This is an optimization exercise on Yosys and OpenROAD, whose aim is small area, a short achievable clock period and few clock cycles, not a production implementation. Where RTL was checked, it was by simulation tests only, not by an equivalence proof against the original. Power is estimated from default activity; no workload was simulated.

## v11
## alu16
module alu16(CK, reset, start, instruction, inputR1, inputR2, outputR, busy, done);
clock: 7.5 ns
lec_check: 0
cap_margin: 20
core_margin: 2
core_utilization: 40
cts_buf_list: sky130_fd_sc_hd__clkbuf_8
cts_cluster_diameter: 100
cts_cluster_size: 40
place_density: 0.8
setup_slack_margin: 4.1
slew_margin: 20
standard.sh (not shown) runs the stock make flow with config.mk's settings and CLKGATE_MAP_FILE= SYNTH_SCRIPT=/design/flow/synth_recipe.tcl, a recipe that flattens the netlist after the stock synthesis.
==> flow/flow/run.sh <==
#!/bin/bash
# Standard layout, with the port buffers built from the smallest regular
# buffer (the resizer sizes them up where timing needs it) instead of the
# delay cell the resizer picks by default.
export BUFFER_PORTS_ARGS="-buffer_cell sky130_fd_sc_hd__buf_1"
bash standard.sh > standard.log 2>&1
Testbench counts of v11, summed over its fixed seeds: cycles 20,712.
Setup changes, v11 to v29
- PLACE_DENSITY: 0.8 -> 0.75
- CTS_CLUSTER_SIZE: 40 -> unset
- CTS_BUF_LIST: sky130_fd_sc_hd__clkbuf_8 -> unset
- CTS_CLUSTER_DIAMETER: 100 -> unset
- CORE_UTILIZATION: 40 -> 65
==> flow/flow/run.sh <==
#!/bin/bash
# Standard layout, with the port buffers built from a regular buffer cell
# instead of the delay cell the resizer picks by default.
export BUFFER_PORTS_ARGS="-buffer_cell sky130_fd_sc_hd__buf_4"
bash standard.sh > standard.log 2>&1
Results
In the final reports, the cell area of v29 is larger than that of v11.
Utilization v11 -> v29: up
Worst setup slack delta for v29 relative to v11: 88 ps lower
For instance count after placement with tap cells included, dividing the value from v29 by the value from v11 gives 0.918.
[compare] base=v11 new=v29: wire length reported by the detailed router rose 1200 um; fraction of area in registers lost 0.27 points; fraction of power consumed by combinational cells neither gained nor lost much; met3 capacity usage during global routing went up by 5.7 points.
## Diff of input files: v6 against v29
- PLACE_DENSITY removed (was 0.75)
- CORE_UTILIZATION changed from 65 to 40
==> flow/flow/run.sh <==
#!/bin/bash
# Standard layout, with the port buffers built from the smallest regular
# buffer (the resizer sizes them up where timing needs it) instead of the
# delay cell the resizer picks by default.
export BUFFER_PORTS_ARGS="-buffer_cell sky130_fd_sc_hd__buf_2"
bash standard.sh > standard.log 2>&1
--- outcome ---
- As of v6, sum of internal, switching and leakage power had risen by a little under 10% compared to v29.
- Against v29, register-to-register slack in v6 came out better.
- v29 and v6 ended up with nearly the same final instance area.
- Initial antenna violation count, v29 and v6: lower on v29

---

## build 15
Another version of the RTL of alu16 (not shown whole).
Size: roughly 60 flip-flops, about 6100 µm² of cells after synthesis.
export LEC_CHECK = 0
export CAP_MARGIN = 20
export CORE_MARGIN = 2
export CORE_UTILIZATION = 40
export SETUP_SLACK_MARGIN = 2.5
export SLEW_MARGIN = 20
create_clock -name core_clock -period 7.5 [get_ports {CK}]
run.sh (not shown) runs the stock make flow with config.mk's settings and CLKGATE_MAP_FILE= SYNTH_SCRIPT=/design/flow/synth_recipe.tcl, a recipe that flattens the netlist after the stock synthesis.
Stock flow here: none of the scripts above is used.
In summary, build 15 completed successfully, with a layout that passed the timing, DRC and antenna checks.
--- input diff build 15..build 73 ---
Settings: changing SETUP_SLACK_MARGIN from 2.5 to 4.8.
--- outcome ---
- Summary of build 73 over build 15: required arrival time at the worst endpoint stayed essentially flat; internal power component rose by about 20%; instance area after placement rose by 3.7%.
- Hold slack for build 73 is higher than for build 15.
- Going from build 15 to build 73, setup slack grows by 0.90 ns.
Modified inputs, build 35 compared to build 73
Settings: a change of SETUP_SLACK_MARGIN from 4.8 to 4.3.
[summary]
- Routed wire length of build 35 falls short of that of build 73 by a little under 10%.
- Build 35 vs. build 73: cell area after placement moved down; pre-CTS setup slack dropped 0.094 ns; largest net degree at the start of global routing rose about 60%.
- The minimum period implied by the final worst setup slack of build 35 was superior to that of build 73.
- Clock latency on the worst-skew pair of build 73 is on par with build 35.
- The global-route usage of build 35 falls short of that of build 73 by 0.53 points.
- The number of global-route vias before repair in build 35 was higher than what build 73 gave.
> inputs changed (build 35 -> build 34)
Settings: a change of SETUP_SLACK_MARGIN from 4.3 to 3.3.
### Flow results
- Build 34 vs build 35 — total routed wire length on the met1 layer dropped by a few percent
- Going from build 35 to build 34, final critical-path setup slack fell 0.62 ns, share of total power in the clock network rose 2.3 points.
- Relative to build 35, the area growth from synthesis to layout of build 34 is lower by 21 points.
- Build 34 vs. build 35: utilization went down by 8.3 points.
- Looking at start point of the critical path, the rc[3] result is from build 34; the rc[1] one comes from build 35.
- Taking build 34 as 1.0, build 35 lands at 1.14 on overall power of the completed layout.
- NOTE via count build 35->build 34 decreased by a little under 10%
Function was not checked in any run of this note: the RTL went through the layout flow alone.

---

alpha:
The RTL this note starts from:
==> flow/design.v <==
module alu16(CK, reset, start, instruction, inputR1, inputR2, outputR, busy, done);
	input [15:0] inputR1, inputR2;
	input [2:0] instruction;
	input CK, reset, start;
	output [15:0] outputR;
	output reg busy;
	output reg done;
	reg [15:0] ra, rb, rc;
	reg        st_alu, st_mul, st_pre, st_div;
	reg        sub, osel;
	reg [3:0]  cnt;
	reg        triv;
	wire go = start & ~busy;
	function [3:0] msb;
		input [15:0] v;
		integer i;
		begin
			msb = 4'd0;
			for (i = 0; i < 16; i = i + 1)
				if (v[i]) msb = i;
		end
	endfunction
	function [3:0] nib;
		input [15:0] v;
		begin
			nib[3] = |v[15:12];
			nib[2] = |v[15:8];
			nib[1] = |v[15:4];
			nib[0] = |v;
		end
	endfunction
	wire        m   = ~st_mul | rb[0];
	wire [15:0] Q   = sub ? ~rb : (ra & {16{m}});
	wire        cin = sub | st_pre;
	wire [17:0] S2  = {1'b0, rc, 1'b1} + {1'b0, Q, cin};
	wire [15:0] S   = S2[16:1];
	wire        ge  = S2[17];
	wire [3:0]  pa = msb(inputR1);
	wire [3:0]  pb = msb(inputR2);
	wire        zb = (rb == 16'd0);
	wire [3:0]  na = nib(inputR1);
	wire [3:0]  nb = nib(inputR2);
	wire        sw = ~na[2] | nb[2];          
	wire [15:0] mc = sw ? inputR2 : inputR1;  
	wire [15:0] mp = sw ? inputR1 : inputR2;  
	wire        mul1 = (mp[15:1] == 15'd0);   
	wire        dv0  = ((nb & ~na) != 4'd0);  
	wire        fast = ((instruction == 3'b010) & mul1) | (((instruction == 3'b011) | (instruction == 3'b100)) & dv0);
	assign outputR = osel ? ra : rc;
	always @(posedge CK) begin
		if (reset) begin
			busy   <= 1'b0;
			done   <= 1'b0;
			st_alu <= 1'b0;
			st_mul <= 1'b0;
			st_pre <= 1'b0;
			st_div <= 1'b0;
		end
		else begin
			done <= 1'b0;
			if (go) begin
				sub  <= (instruction == 3'b001);
				osel <= (instruction == 3'b100);
				case (instruction)
					3'b000: begin ra <= inputR1; rc <= inputR2; end
					3'b001: begin rb <= inputR1; rc <= 16'd0; end
					3'b010: begin
						ra <= {mc[14:0], 1'b0};
						rb <= {1'b0, mp[15:1]};
						rc <= mc & {16{mp[0]}};
					end
					3'b011, 3'b100: begin
						ra   <= 16'd0;
						rb   <= inputR2;
						rc   <= inputR1;
						cnt  <= pa - pb;
						triv <= (pa < pb);
					end
					3'b101: rc <= inputR1 & inputR2;
					3'b110: rc <= inputR1 | inputR2;
					default: rc <= 16'd0;
				endcase
				st_alu <= (instruction == 3'b000) | (instruction == 3'b001);
				st_mul <= (instruction == 3'b010) & ~mul1;
				st_pre <= ((instruction == 3'b011) | (instruction == 3'b100)) & ~dv0;
				busy   <= ((instruction[2] == 1'b0) | (instruction == 3'b100)) & ~fast;
				done   <= ((instruction[2] == 1'b1) & (instruction != 3'b100)) | fast;
			end
			else if (st_alu) begin
				rc     <= S;
				st_alu <= 1'b0;
				busy   <= 1'b0;
				done   <= 1'b1;
			end
			else if (st_mul) begin
				rc <= S;
				ra <= ra << 1;
				rb <= rb >> 1;
				if (rb[15:1] == 15'd0) begin
					st_mul <= 1'b0;
					busy   <= 1'b0;
					done   <= 1'b1;
				end
			end
			else if (st_pre) begin
				st_pre <= 1'b0;
				if (zb) begin
					rc   <= S;
					ra   <= 16'hffff;
					busy <= 1'b0;
					done <= 1'b1;
				end
				else if (triv) begin
					busy <= 1'b0;
					done <= 1'b1;
				end
				else begin
					rb     <= rb << cnt;
					sub    <= 1'b1;
					st_div <= 1'b1;
				end
			end
			else if (st_div) begin
				if (ge) rc <= S;
				ra  <= {ra[14:0], ge};
				rb  <= rb >> 1;
				cnt <= cnt - 4'd1;
				if (cnt == 4'd0) begin
					st_div <= 1'b0;
					busy   <= 1'b0;
					done   <= 1'b1;
				end
			end
		end
	end
endmodule
==> flow/config.mk <==
export PLATFORM = sky130hd
export DESIGN_NAME = alu16
export DESIGN_NICKNAME = alu16
export VERILOG_FILES = /design/flow/design.v
export SDC_FILE = /design/flow/constraint.sdc
export NUM_CORES = 4
export LEC_CHECK = 0
export CAP_MARGIN = 20
export CORE_MARGIN = 2
export CORE_UTILIZATION = 40
export SETUP_SLACK_MARGIN = 4.1
export SLEW_MARGIN = 20
==> flow/constraint.sdc <==
create_clock -name core_clock -period 7.5 [get_ports {CK}]
set_input_delay 1.5000 -clock core_clock [delete_from_list [all_inputs] [get_ports {CK}]]
set_output_delay 1.5000 -clock core_clock [all_outputs]
set_load 0.01 [all_outputs]
standard.sh (not shown) runs the stock make flow with config.mk's settings and CLKGATE_MAP_FILE= SYNTH_SCRIPT=/design/flow/synth_recipe.tcl, a recipe that flattens the netlist after the stock synthesis.
==> flow/flow/run.sh <==
#!/bin/bash
# Standard layout, with the port buffers built from a regular buffer cell
# instead of the delay cell the resizer picks by default.
export BUFFER_PORTS_ARGS="-buffer_cell sky130_fd_sc_hd__buf_4"
bash standard.sh > standard.log 2>&1
The flow did not stop early for alpha: all stages ran, and the layout cleared the timing, DRC and antenna checks.
Testbench counts of alpha, summed over its fixed seeds: cycles 21,521.
diff inputs: alpha => beta
Settings: SETUP_SLACK_MARGIN: 4.1 -> 3.6.
Results
beta has completed all stages; timing, DRC and antenna checks passed. When beta is measured against alpha, its critical path depth turns out 1 lower. Going from alpha to beta, routed wire length shrank slightly. Summary — average via count per standard cell, beta relative to alpha: lower, by about 0.9%. For alpha, the master of the slowest instance on the critical path was or4_4, unlike beta, where it was or4_1. beta against alpha: worst setup slack after layout -0.39 ns, post-synthesis share of cell area spent on full adders, half adders and majority gates ~0 delta. beta ended with more clock period minus worst slack than alpha. Sequential share of layout area came out higher on beta than on alpha. Diff alpha..beta | count of placed standard cells including taps | negligible. Combinational power shrinks by a few percent when moving from alpha to beta.

---

Setup of old:
// alu16: RTL as listed in full above, without the edits since
==> flow/config.mk <==
export PLATFORM = sky130hd
export DESIGN_NAME = alu16
export DESIGN_NICKNAME = alu16
export VERILOG_FILES = /design/flow/design.v
export SDC_FILE = /design/flow/constraint.sdc
export NUM_CORES = 4
export LEC_CHECK = 0
export CAP_MARGIN = 20
export CORE_MARGIN = 2
export CORE_UTILIZATION = 65
export PLACE_DENSITY = 0.75
export SETUP_SLACK_MARGIN = 4.1
export SLEW_MARGIN = 20
==> flow/constraint.sdc <==
create_clock -name core_clock -period 7.5 [get_ports {CK}]
set_input_delay 1.5000 -clock core_clock [delete_from_list [all_inputs] [get_ports {CK}]]
set_output_delay 1.5000 -clock core_clock [all_outputs]
set_load 0.01 [all_outputs]
Scripts as last shown in full above: flow/flow/run.sh
Testbench counts of old, summed over its fixed seeds: cycles 21,521.
Here is what was changed in the inputs of new compared with old.
diff --git a/flow/config.mk b/flow/config.mk
--- a/flow/config.mk
+++ b/flow/config.mk
@@ -9,5 +9,4 @@
 export CORE_MARGIN = 2
-export CORE_UTILIZATION = 65
-export PLACE_DENSITY = 0.75
-export SETUP_SLACK_MARGIN = 4.1
+export CORE_UTILIZATION = 40
+export SETUP_SLACK_MARGIN = 3.8
 export SLEW_MARGIN = 20
## What came out
In summary, new completed successfully, with a layout that passed the timing, DRC and antenna checks. Looking at setup slack, new sits 160 ps below old. Between new and old, post-route core utilization is higher for old, new comes in under that. Of new and old, the run reporting the lower total power was old.

---

Setup of the baseline:
Another version of the RTL of alu16 (not shown whole).
Size: ~850 cells after synthesis, ~54 flip-flops, roughly 56 I/O pins.
clock: 7.5 ns
lec_check: 0
cap_margin: 20
core_margin: 2
core_utilization: 40
setup_slack_margin: 3.0
slew_margin: 20
run.sh (not shown) runs the stock make flow with config.mk's settings and CLKGATE_MAP_FILE= SYNTH_SCRIPT=/design/flow/synth_recipe.tcl, a recipe that flattens the netlist after the stock synthesis.
Stock flow here: none of the scripts above is used.
Changes in the candidate relative to the baseline:
# the baseline
export LEC_CHECK = 0
export CAP_MARGIN = 20
export CORE_MARGIN = 2
export CORE_UTILIZATION = 40
export SETUP_SLACK_MARGIN = 3.0
export SLEW_MARGIN = 20
create_clock -name core_clock -period 7.5 [get_ports {CK}]
# the candidate
export LEC_CHECK = 0
export CAP_MARGIN = 20
export CORE_MARGIN = 2
export CORE_UTILIZATION = 40
export SETUP_SLACK_MARGIN = 4.3
export SLEW_MARGIN = 20
create_clock -name core_clock -period 7.5 [get_ports {CK}]
- Against the baseline, the candidate reports a global routing usage on met1 that is higher.
- The baseline → the candidate: clock transition at the registers of the reported paths roughly the same; minimum clock period has decreased; worst slack after detailed placement lower; detailed-route via count went up; worst hold slack saw an increase.
- From the baseline to the candidate the numbers moved as follows: post-route core utilization went up 14 points, post-layout instance count excluding filler cells went up 127, power went up 24%, endpoint required time on the critical path held.
Function was not checked in any run of this note: the RTL went through the layout flow alone.

---

== run 1 ==
alu16 with an RTL version that a note above also has.
For scale: ~60 flip-flops, about 56 I/O pins.
export LEC_CHECK = 0
export CAP_MARGIN = 20
export CORE_MARGIN = 2
export CORE_UTILIZATION = 40
export SLEW_MARGIN = 20
create_clock -name core_clock -period 7.5 [get_ports {CK}]
Relative to run 1, the following input files were edited for run 2:
- setting SETUP_SLACK_MARGIN to 3.8 for the first time
Run 1 has a higher final-layout worst hold slack than run 2.
Run 2 ended with less detailed-route wire length on metal 1 than run 1.
Number of antenna violations at the first check in global routing, run 1 and run 2: larger value in run 2
For the final net count, run 2 came in 18 higher than run 1 did.
Comparing run 1 and run 2, layout overhead on the synthesized area is higher on run 2.
Compared to run 1, run 2 has multi-input gate count 0.31% higher.
Looking at detailed placer's ending HPWL, run 2 sits 2.6% below run 1.
Comparing run 1 and run 2, the lower design area is on run 1.
Global-route wire length before repair of run 2 falls short of that of run 1 slightly.
Function was not checked in any run of this note: the RTL went through the layout flow alone.

---

## P
alu16 with an RTL version that a note above also has.
Size in the first run: ~61 flip-flops, ~56 I/O pins.
## alu16
module alu16(CK, reset, start, instruction, inputR1, inputR2, outputR, busy, done);
clock: 7.5 ns
lec_check: 0
cap_margin: 20
core_margin: 2
core_utilization: 40
setup_slack_margin: 4.1
slew_margin: 20
standard.sh (not shown) runs the stock make flow with config.mk's settings and CLKGATE_MAP_FILE= SYNTH_SCRIPT=/design/flow/synth_recipe.tcl, a recipe that flattens the netlist after the stock synthesis.
==> flow/flow/run.sh <==
#!/bin/bash
# Standard layout, with the port buffers built from a regular buffer cell
# instead of the delay cell the resizer picks by default, and the resizer
# free to swap cells across footprints.
export BUFFER_PORTS_ARGS="-buffer_cell sky130_fd_sc_hd__buf_4"
bash standard.sh MATCH_CELL_FOOTPRINT=0 finish > standard.log 2>&1
Testbench counts of P, summed over its fixed seeds: cycles 20,712.
#### Input delta (Q over P)
==> flow/flow/run.sh <==
#!/bin/bash
# Standard layout, with the port buffers built from the smallest regular
# buffer (the resizer sizes them up where timing needs it) instead of the
# delay cell the resizer picks by default.
export BUFFER_PORTS_ARGS="-buffer_cell sky130_fd_sc_hd__buf_1"
bash standard.sh > standard.log 2>&1
==> notes.md <==
- Between P and Q, the detailed-router iteration count before antenna repair is lower for P.
- Non-clock buffer count for Q: 5.3% up relative to P
- Taking P as the reference, in Q wire length of the first global-routing pass went up 2.1%; worst hold slack decreased 16 ps.
- Taking P as the reference, in Q number of filler cells placed in the layout did not really move, final period demand of the worst path went down, critical path's largest stage delay went down, total power went down.
#### Input delta (R over Q)
- putting CTS_CLUSTER_SIZE at 40 where nothing was set
- putting CTS_BUF_LIST at sky130_fd_sc_hd__clkbuf_8 where nothing was set
- putting CTS_CLUSTER_DIAMETER at 100 where nothing was set
Findings:
- R completed every stage of the flow, and the final layout passed the timing, DRC and antenna checks.
- R -> Q: number of tap cells added at floorplan delta 0, exact match
- R vs. Q: core utilization of the finished layout shows a reduction of 0.80 points, clock-net power shows a reduction of about 30%.
diff inputs: R => S
- clearing CTS_CLUSTER_DIAMETER, which used to be 100
- swapping 4.1 for 4.3 in SETUP_SLACK_MARGIN
- clearing CTS_CLUSTER_SIZE, which used to be 40
- clearing CTS_BUF_LIST, which used to be sky130_fd_sc_hd__clkbuf_8
==> flow/flow/run.sh <==
#!/bin/bash
# Standard layout, with the port buffers built from a regular buffer cell
# instead of the delay cell the resizer picks by default.
export BUFFER_PORTS_ARGS="-buffer_cell sky130_fd_sc_hd__buf_4"
bash standard.sh > standard.log 2>&1
[summary]
Every stage of the flow completed for S, and the final layout passed the timing, DRC and antenna checks. Relative to R, via count has gone up in S. Min critical path depth across R and S: R. For the power, S came in 270 uW higher than R did. Summary — first-pass iteration count of the detailed router, S relative to R: lower, by 1. Cell area | S vs R | S larger. Critical path data arrival time for S: 1600 ps up relative to R. Relative to R, leakage power figure has increased by 0.35 nW in S. Compared with R, wire length on met1 in S decreased slightly.
For T, these inputs were changed with respect to S:
- changing SETUP_SLACK_MARGIN from 4.3 to 4.2
- setting CTS_BUF_LIST to sky130_fd_sc_hd__clkbuf_8 for the first time
==> flow/flow/run.sh <==
#!/bin/bash
# Standard layout, with the port buffers built from the smallest regular
# buffer (the resizer sizes them up where timing needs it) instead of the
# delay cell the resizer picks by default.
export BUFFER_PORTS_ARGS="-buffer_cell sky130_fd_sc_hd__buf_1"
bash standard.sh > standard.log 2>&1
==> comparison <==
- Every stage of the flow completed for T, and the final layout passed the timing, DRC and antenna checks.
- Delta (T minus S): worst hold slack went down by 8.7 ps, area added between synthesis and finish went down by 7.9 points, global-route total usage across every layer went down by 1.6 points, arrival time of the worst setup path went down by 30 ps.
- Re number of non-filler instances in the completed layout: T is about 0.47% down on S.
- T vs S: part of the total power dissipated in combinational logic up in T
- Fmax: T > S
- Area taken by multi-input logic gates ended up 2.0% lower on T than on S.
- Diff S -> T: vias after detailed routing fell by 1.5%, design area shows a reduction of 510 um2.

re-timing with driven ports:
No port has a modelled driver above. Below, the same layouts with a new extraction and two added sets of constraints.
Step 1, drivers: a clkbuf_16 drives CK and a buf_2 each remaining input, both assumed.
Step 2, shift: input delay + t, output delay - t, t = (earliest + latest rising clock arrival at the registers) / 2. This alone moves slack from input paths to output paths.
Three values: ideal, step 1, step 2; two values: the first two.
| run | t, ns | slack for setup (ns) | hold WS [ns] | slew at the worst register clock pin (ns) |
|---|---|---|---|---|
| v11 | 0.386 | 4.162 / 4.169 / 3.783 | 0.563 / 0.563 / 0.563 | 0.09 / 0.09 |
| v29 | 0.381 | 4.074 / 4.083 / 3.702 | 0.565 / 0.565 / 0.565 | 0.08 / 0.08 |
| v6 | 0.386 | 4.116 / 4.133 / 3.748 | 0.542 / 0.542 / 0.542 | 0.06 / 0.06 |
| build 15 | 0.386 | 3.085 / 3.085 / 2.745 | 0.533 / 0.533 / 0.533 | 0.06 / 0.06 |
| build 73 | 0.379 | 3.987 / 3.987 / 3.972 | 0.550 / 0.550 / 0.550 | 0.06 / 0.06 |
| build 35 | 0.387 | 4.031 / 4.031 / 3.940 | 0.519 / 0.519 / 0.519 | 0.06 / 0.06 |
| build 34 | 0.383 | 3.413 / 3.413 / 3.117 | 0.526 / 0.526 / 0.526 | 0.06 / 0.06 |
| alpha | 0.376 | 4.112 / 4.103 / 3.751 | 0.550 / 0.550 / 0.550 | 0.06 / 0.06 |
| beta | 0.385 | 3.720 / 3.744 / 3.359 | 0.556 / 0.556 / 0.556 | 0.06 / 0.06 |
| old | 0.373 | 4.083 / 4.070 / 3.696 | 0.550 / 0.550 / 0.550 | 0.08 / 0.08 |
| new | 0.386 | 3.919 / 3.942 / 3.557 | 0.550 / 0.550 / 0.550 | 0.06 / 0.06 |
| the baseline | 0.348 | 3.109 / 3.121 / 2.773 | 0.550 / 0.550 / 0.550 | 0.08 / 0.08 |
| the candidate | 0.359 | 3.500 / 3.452 / 3.093 | 0.553 / 0.553 / 0.553 | 0.09 / 0.09 |
| run 1 | 0.386 | 3.085 / 3.085 / 2.745 | 0.533 / 0.533 / 0.533 | 0.06 / 0.06 |
| run 2 | 0.383 | 3.828 / 3.850 / 3.470 | 0.521 / 0.521 / 0.521 | 0.06 / 0.06 |
| P | 0.387 | 4.139 / 4.127 / 3.771 | 0.567 / 0.567 / 0.567 | 0.06 / 0.06 |
| Q | 0.378 | 4.163 / 4.177 / 3.800 | 0.551 / 0.551 / 0.551 | 0.06 / 0.06 |
| R | 0.404 | 4.198 / 4.163 / 3.842 | 0.548 / 0.548 / 0.548 | 0.08 / 0.08 |
| S | 0.380 | 4.183 / 4.157 / 3.777 | 0.566 / 0.566 / 0.566 | 0.06 / 0.06 |
| T | 0.404 | 4.246 / 4.241 / 3.837 | 0.557 / 0.557 / 0.557 | 0.08 / 0.08 |
After both steps setup and hold are still met in every run listed. The setup slack of T, which loses most, moves by -0.005 ns with the drivers and by -0.409 ns with both steps.
